What follows belongs to an exercise in optimizing a design on an open flow for small area and a short achievable clock period; a production flow would make more cautious choices. At most, simulation tests tie the RTL to the original design; equivalence was not proved.

## job 6178
## jh_efield
module jh_efield(
	input rst,
	input clock,
	input [26:0] r,				 
	input [26:0] V_right,				 
	input [26:0] V_left,					 
	input [26:0] V_top,		 
	input [26:0] V_bottom,	 
	output [26:0] fdtd_result
);
	wire [8:0] tb_dBA = {1'b0, V_bottom[25:18]} - {1'b0, V_top[25:18]};
	wire [8:0] rl_dBA = {1'b0, V_left[25:18]} - {1'b0, V_right[25:18]};
	reg [26:0] s0_top, s0_bot, s0_rgt, s0_lft;
	reg [8:0]  s0_tb_dBA, s0_rl_dBA;
	always @(posedge clock) begin
		s0_top <= V_top; s0_bot <= V_bottom;
		s0_rgt <= V_right; s0_lft <= V_left;
		s0_tb_dBA <= tb_dBA;
		s0_rl_dBA <= rl_dBA;
	end
	wire       s0_tb_gt, s0_rl_gt;
	wire [4:0] s0_tb_d5, s0_rl_d5;
	fpa_dsel1 ds12 (.dBA(s0_tb_dBA), .a_gt(s0_tb_gt), .d5(s0_tb_d5));
	fpa_dsel1 ds3 (.dBA(s0_rl_dBA), .a_gt(s0_rl_gt), .d5(s0_rl_d5));
	wire        s0_tb_Ss, s0_tb_Sz, s0_rl_Ss, s0_rl_Sz;
	wire [26:0] s0_tb_L, s0_rl_L;
	wire [16:0] s0_tb_Sf, s0_rl_Sf;
	fpa_swap swap12 (.in_A(s0_top), .in_B(s0_bot), .a_gt(s0_tb_gt), .L(s0_tb_L), .S_s(s0_tb_Ss),
  ...
Size: roughly 12,000 cells after synthesis, roughly 450 flip-flops, roughly 160 I/O pins, roughly 64,000 µm² of cells after synthesis.
Settings: LEC_CHECK=0, ABC_AREA=1, CAP_MARGIN=20, CORE_MARGIN=2, CORE_UTILIZATION=50, CTS_CLUSTER_DIAMETER=100, CTS_CLUSTER_SIZE=30, PLACE_DENSITY=0.85, SLEW_MARGIN=20; clock period 17.0 ns.
standard.sh (not shown) runs the stock make flow with config.mk's settings and CLKGATE_MAP_FILE= SYNTH_SCRIPT=/design/flow/synth_recipe.tcl, a recipe that flattens the netlist after the stock synthesis.
==> flow/flow/run.sh <==
#!/bin/bash
# Layout flow: the standard flow (standard.sh) with two changes:
# - synthesis does not map adders onto the library's full/half-adder cells
#   (ADDER_MAP_FILE left empty), so ABC maps and times that logic with the rest;
# - timing repair (floorplan, CTS and global-route steps) aims for 11 ns of
#   setup slack instead of 0 (SETUP_SLACK_MARGIN), so that it works on the
#   paths that set the period the design achieves. The clock period and the
#   constraints are the design's, unchanged.
set -euo pipefail
cd "$(dirname "$0")/.."
export ADDER_MAP_FILE=
export SETUP_SLACK_MARGIN=11
bash standard.sh > standard.log 2>&1
### job 6178 -> job 7119
-- flow/design.v --
<<< job 6178, line 142
	fpa_core c (.L(L), .L_s(L[26]), .S_s(S_s), .sub(L[26] ^ S_s), .S_f(S_f), .d5(d5), .S_z(S_z),
	            .sgn(sgn), .e(e), .F(F), .lz(lz), .z(z));
	assign pre = {sgn, e, F, lz, z};
endmodule
module fpa_norm (
>>> job 7119, line 142
	fpa_core c (.L(L), .L_s(L[26]), .S_s(S_s), .sub(L[26] ^ S_s), .S_f(S_f), .d5(d5), .S_z(S_z),
	            .sgn(sgn), .e(e), .F(F), .lz(lz), .z(z));
	assign pre = {sgn & ~z, z ? 8'd0 : e, F, lz, z};
endmodule
module fpa_norm (
<<< job 6178, line 148
	output [26:0] out_Sum
);
	fpa_back b (.sgn(pre[35]), .e(pre[34:27]), .F(pre[26:6]), .lz(pre[5:1]), .z(pre[0]), .out_Sum(out_Sum));
endmodule
module fp_multi (
>>> job 7119, line 148
	output [26:0] out_Sum
);
	wire [20:0] Fn = pre[26:6] << pre[5:1];
	assign out_Sum = {pre[35:27], Fn[19:2]};
endmodule
module fp_multi (
<<< job 6178, line 316
	wire [26:0] out7;
	fpa_norm n5 (.pre(s3_pre5), .out_Sum(out7));
	wire [7:0] e7 = s3_pre5[0] ? 8'd0 : s3_pre5[34:27];
	wire [7:0] a6_dAB;
	wire [8:0] a6_dBA;
>>> job 7119, line 317
	wire [26:0] out7;
	fpa_norm n5 (.pre(s3_pre5), .out_Sum(out7));
	wire [7:0] e7 = s3_pre5[34:27];
	wire [7:0] a6_dAB;
	wire [8:0] a6_dBA;
<<< job 6178, line 335
	             .d5(a6_d5), .S_z(a6_Sz), .sgn(a6_sgn), .e(a6_e), .F(a6_F), .lz(a6_lz), .z(a6_z));
	reg [35:0] s4_pre6;
	always @(posedge clock) s4_pre6 <= {a6_sgn, a6_e, a6_F, a6_lz, a6_z};
	fpa_norm n6 (.pre(s4_pre6), .out_Sum(fdtd_result));
endmodule
>>> job 7119, line 336
	             .d5(a6_d5), .S_z(a6_Sz), .sgn(a6_sgn), .e(a6_e), .F(a6_F), .lz(a6_lz), .z(a6_z));
	reg [35:0] s4_pre6;
	always @(posedge clock) s4_pre6 <= {a6_sgn & ~a6_z, a6_z ? 8'd0 : a6_e, a6_F, a6_lz, a6_z};
	fpa_norm n6 (.pre(s4_pre6), .out_Sum(fdtd_result));
endmodule
Findings:
For global-route usage, job 6178 and job 7119 come out practically identical. Comparing the two runs side by side, job 7119 comes out ahead of job 6178 on wire length of the first global-routing pass. Against job 6178, die area in job 7119 came out better. [compare] base=job 6178 new=job 7119: shortest clock period the worst path allows after layout went up 0.0031 ns; count of non-CTS buffers in the layout moved down.
No functional check of the RTL was part of job 7119.

-- port drivers added, routing unchanged --
No port has a modelled driver above. Below, the same layouts with a new extraction and two added sets of constraints. Step 1, drivers: a clkbuf_16 drives clock and a buf_2 each remaining input, both assumed. Step 2 moves the port delays by t, midway between the first and last clock arrival at a register: inputs arrive t later, outputs are due t later. That takes back most of the time a late clock gives input paths. Slacks: no drivers / after step 1 / after step 2; pairs: no drivers / after step 1.
| run | t (ns) | setup WS [ns] | worst setup path after step 2 | cell pins on the clock port's net |
|---|---|---|---|---|
| job 6178 | 0.730 | 11.044 / 10.973 / 11.254 | register to register | 1 |
| job 7119 | 0.755 | 11.041 / 10.968 / 11.153 | register to register | 1 |
After both steps setup and hold are still met in every run listed.
